This is an optimization exercise on Yosys and OpenROAD, whose aim is small area, not a production implementation. RTL that was checked went through simulation tests only; none was proved equivalent to the original. No activity file was given, so power comes from the tool's default toggle rates.

## lane 5
==> flow/design.v (excerpt) <==
module RISC (destinoWrWB,escribir,PCsrc,result,PCoutMEM,NReset,clk,alu_outMEM,WriteDataInMEM,datoMemOut,InstruccionIn,PCinIF,MemWriteInMEM);
For scale: ~790 flip-flops.
==> flow/config.mk <==
export PLATFORM = sky130hd
export DESIGN_NAME = RISC
export DESIGN_NICKNAME = RISC
export VERILOG_FILES = /design/flow/design.v
export SDC_FILE = /design/flow/constraint.sdc
export NUM_CORES = 4
export LEC_CHECK = 0
export CAP_MARGIN = 20
export CORE_MARGIN = 2
export CORE_UTILIZATION = 70
export SLEW_MARGIN = 20
==> flow/constraint.sdc <==
create_clock -name core_clock -period 8.0 [get_ports {clk}]
set_input_delay 1.6000 -clock core_clock [delete_from_list [all_inputs] [get_ports {clk}]]
set_output_delay 1.6000 -clock core_clock [all_outputs]
set_load 0.01 [all_outputs]
standard.sh (not shown) runs the stock make flow with config.mk's settings and CLKGATE_MAP_FILE= SYNTH_SCRIPT=/design/flow/synth_recipe.tcl, a recipe that flattens the netlist after the stock synthesis.
==> flow/flow/run.sh <==
#!/bin/bash
# Own flow: the standard layout (standard.sh), with two changes:
#  - the port buffers use the smallest buffer cell (buf_1) instead of the one
#    buffer_ports picks by default;
#  - clock tree synthesis clusters more sinks per leaf buffer and adds no dummy loads.
# Each tool's output goes to the ORFS logs; standard.sh's output to standard.log.
set -e
export BUFFER_PORTS_ARGS="-buffer_cell sky130_fd_sc_hd__buf_1"
export CTS_ARGS="-sink_clustering_enable -repair_clock_nets -dont_use_dummy_load -sink_clustering_size 35 -sink_clustering_max_diameter 70"
bash standard.sh > standard.log 2>&1
In summary, lane 5 completed successfully, with a layout that passed the timing, DRC and antenna checks.
The inputs of lane 1 differ from those of lane 5 as listed below.
- CORE_UTILIZATION changed from 70 to 60
### Flow results
Stage delay of the slowest cell on the critical path | lane 1 below lane 5. Between lane 5 and lane 1, power consumption increased. Compared with lane 5, lane 1 shows a number of antenna violations at the first check in global routing that is 3 higher. The lower sequential share of layout area of lane 1 and lane 5 is in lane 1. The die area in lane 1 was higher than what lane 5 gave. NOTE number of standard cells in the layout, taps in and fillers out lane 5->lane 1 increased by a few percent. Cmp lane 1 vs lane 5: number of buffers and inverters on the critical path lower in lane 1. Of the two candidates, lane 5 has the better wire length reported by the detailed router and lane 1 the worse one.
No functional check of the RTL was part of any run of this note.


Setup of v25:
Another version of the RTL of RISC (not shown whole).
Size in the first run: roughly 2500 cells after synthesis, about 790 flip-flops, roughly 230 I/O pins.
clock: 8.0 ns
lec_check: 0
cap_margin: 20
core_margin: 2
core_utilization: 60
place_density: 0.75
slew_margin: 20
Scripts as last shown in full above: flow/flow/run.sh
v25 | status: complete | timing, DRC, antenna: pass
What v56 does differently from v25 at the input level:
- removing PLACE_DENSITY (formerly 0.75)
==> comparison <==
Compared to v25, v56 has count of clock-buffer cells in the layout about 2.6% higher. Compared with v25, in v56 fraction of power consumed by combinational cells shrank by 0.2 points, number of endpoints failing setup at the final stage held steady. Comparing v56 and v25, the higher met3 global-route usage was measured on v25. Any difference in core utilization between v25 and v56 is small enough to ignore. [compare] base=v25 new=v56: final worst-path setup slack +0.27 ns, number of fill cells in the layout +40. For area growth from synthesis to layout, v56 and v25 come out practically identical. Comparing v56 against v25, there is no change at all in combined area of all synthesized cells.
Changes in v33 relative to v56:
- CAP_MARGIN now 0, was 20
- SLEW_MARGIN now 0, was 20
Notes after the runs:
v33 vs v56, final worst-path setup slack went up by 0.050 ns.
Final cell count without fillers: v56 vs v33 identical
v56 -> v33: total met2 wirelength after detailed routing flat
Compared with v56, in v33 leftover overflow at the end of global routing saw little to no change, fraction of layout instances using a drive strength above 1 now sits at about the same level.
v56 and v33 ended up with nearly the same routed wire length.
Taking v56 as the reference, in v33 total design power has remained practically unchanged, fraction of power consumed by combinational cells has remained practically unchanged, final critical-path required period has decreased, clock transition time at the flip-flop clock pins of the worst setup and hold paths has remained practically unchanged, routed via count has remained practically unchanged.


== job 922 ==
RISC, a different RTL version from the one above (not shown whole).
For scale: about 2100 cells after synthesis, about 760 flip-flops, roughly 0.032 mm2 of cells after synthesis.
==> flow/design.v (excerpt) <==
module RISC (destinoWrWB,escribir,PCsrc,result,PCoutMEM,NReset,clk,alu_outMEM,WriteDataInMEM,datoMemOut,InstruccionIn,PCinIF,MemWriteInMEM);
Settings: LEC_CHECK=0, CAP_MARGIN=20, CORE_MARGIN=2, CORE_UTILIZATION=60, SLEW_MARGIN=20, SYNTH_HIERARCHICAL=1, SYNTH_MINIMUM_KEEP_SIZE=0; clock period 8.0 ns.
==> flow/flow/run.sh <==
#!/bin/bash
# Own flow: the standard layout (standard.sh), with two changes:
#  - the port buffers use the smallest buffer cell (buf_1) instead of the one
#    buffer_ports picks by default;
#  - clock tree synthesis clusters more sinks per leaf buffer and adds no dummy loads.
# Each tool's output goes to the ORFS logs; standard.sh's output to standard.log.
set -e
export BUFFER_PORTS_ARGS="-buffer_cell sky130_fd_sc_hd__buf_1"
export CTS_ARGS="-sink_clustering_enable -repair_clock_nets -dont_use_dummy_load -root_buf sky130_fd_sc_hd__clkbuf_16 -buf_list {sky130_fd_sc_hd__clkbuf_8 sky130_fd_sc_hd__clkbuf_16} -sink_clustering_buffer sky130_fd_sc_hd__clkbuf_8 -sink_clustering_size 25 -sink_clustering_max_diameter 50"
bash standard.sh > standard.log 2>&1
Here is what was changed in the inputs of job 1646 compared with job 922.
--- a/flow/flow/run.sh
+++ b/flow/flow/run.sh
@@ -7,4 +7,4 @@
 set -e
 export BUFFER_PORTS_ARGS="-buffer_cell sky130_fd_sc_hd__buf_1"
-export CTS_ARGS="-sink_clustering_enable -repair_clock_nets -dont_use_dummy_load -root_buf sky130_fd_sc_hd__clkbuf_16 -buf_list {sky130_fd_sc_hd__clkbuf_8 sky130_fd_sc_hd__clkbuf_16} -sink_clustering_buffer sky130_fd_sc_hd__clkbuf_8 -sink_clustering_size 25 -sink_clustering_max_diameter 50"
+export CTS_ARGS="-sink_clustering_enable -repair_clock_nets -dont_use_dummy_load -sink_clustering_size 35 -sink_clustering_max_diameter 70"
 bash standard.sh > standard.log 2>&1
## What came out
- Per the comparison of job 1646 with job 922, required arrival time at the worst endpoint did not really move, global-route met3 utilization did not really move, post-layout instance area did not really move, time the worst path needs with I/O delays and setup went down, buffer count from post-CTS setup fixing did not really move.
- Final worst-path setup slack, job 922 and job 1646, higher one = job 1646.
- Relative to job 922, part of the power in combinational logic increased by 0.2 points in job 1646.
- In job 1646 relative to job 922, wire length of the first global-routing pass had gone down slightly.
- Diff job 1646..job 922 | quantity of hold-fixing buffers added after cts | unchanged
- Compared with job 922, average wire per cell in the routed design in job 1646 increased slightly.
- Job 1646: power lower than job 922
#### Input delta (job 7152 over job 1646)
# job 1646
export LEC_CHECK = 0
export CAP_MARGIN = 20
export CORE_MARGIN = 2
export CORE_UTILIZATION = 60
export SLEW_MARGIN = 20
export SYNTH_HIERARCHICAL = 1
export SYNTH_MINIMUM_KEEP_SIZE = 0
create_clock -name core_clock -period 8.0 [get_ports {clk}]
# job 7152
export LEC_CHECK = 0
export CAP_MARGIN = 20
export CORE_MARGIN = 2
export CORE_UTILIZATION = 70
export SLEW_MARGIN = 20
export SYNTH_HIERARCHICAL = 1
export SYNTH_MINIMUM_KEEP_SIZE = 0
create_clock -name core_clock -period 8.0 [get_ports {clk}]
Findings:
- Diff job 1646..job 7152 | worst setup slack | negligible
- Via count of the first global-routing pass in job 7152 is 441 above job 1646.
- Reported leakage power of job 7152 falls short of that of job 1646 slightly.
- Changes observed in job 7152 relative to job 1646: wire length went down about 1.8%; die span in y went down 17 um; core utilization went up 12 points.
- There was hardly any difference in achievable frequency between job 1646 and job 7152.
- Number of logic stages on the critical path including buffering: lower on job 7152

port drivers added, routing unchanged:
The results above use ideal ports. As a check the final layouts listed here were re-extracted and re-timed, cells and wires unchanged. Step 1 assumes that a clkbuf_16 drives the clock port and a buf_2 every other input. Step 2 moves the port delays by t, midway between the first and last clock arrival at a register: inputs arrive t later, outputs are due t later. That takes back most of the time a late clock gives input paths. a / b / c = ideal / step 1 / step 2; a / b = the first two.
run	t (ns)	setup slack, ns	hold slack, ns
lane 5	0.655	1.546 / 1.546 / 1.546	0.300 / 0.300 / 0.300
lane 1	0.660	1.481 / 1.481 / 1.481	0.283 / 0.283 / 0.283
v25	0.658	1.218 / 1.218 / 1.218	0.291 / 0.291 / 0.291
v56	0.660	1.485 / 1.485 / 1.485	0.328 / 0.328 / 0.328
v33	0.659	1.535 / 1.535 / 1.535	0.328 / 0.328 / 0.328
job 922	0.645	1.312 / 1.312 / 1.312	0.307 / 0.307 / 0.307
job 1646	0.664	1.343 / 1.343 / 1.343	0.333 / 0.333 / 0.333
job 7152	0.643	1.341 / 1.341 / 1.341	0.300 / 0.300 / 0.300
After both steps setup and hold are still met in every run listed.
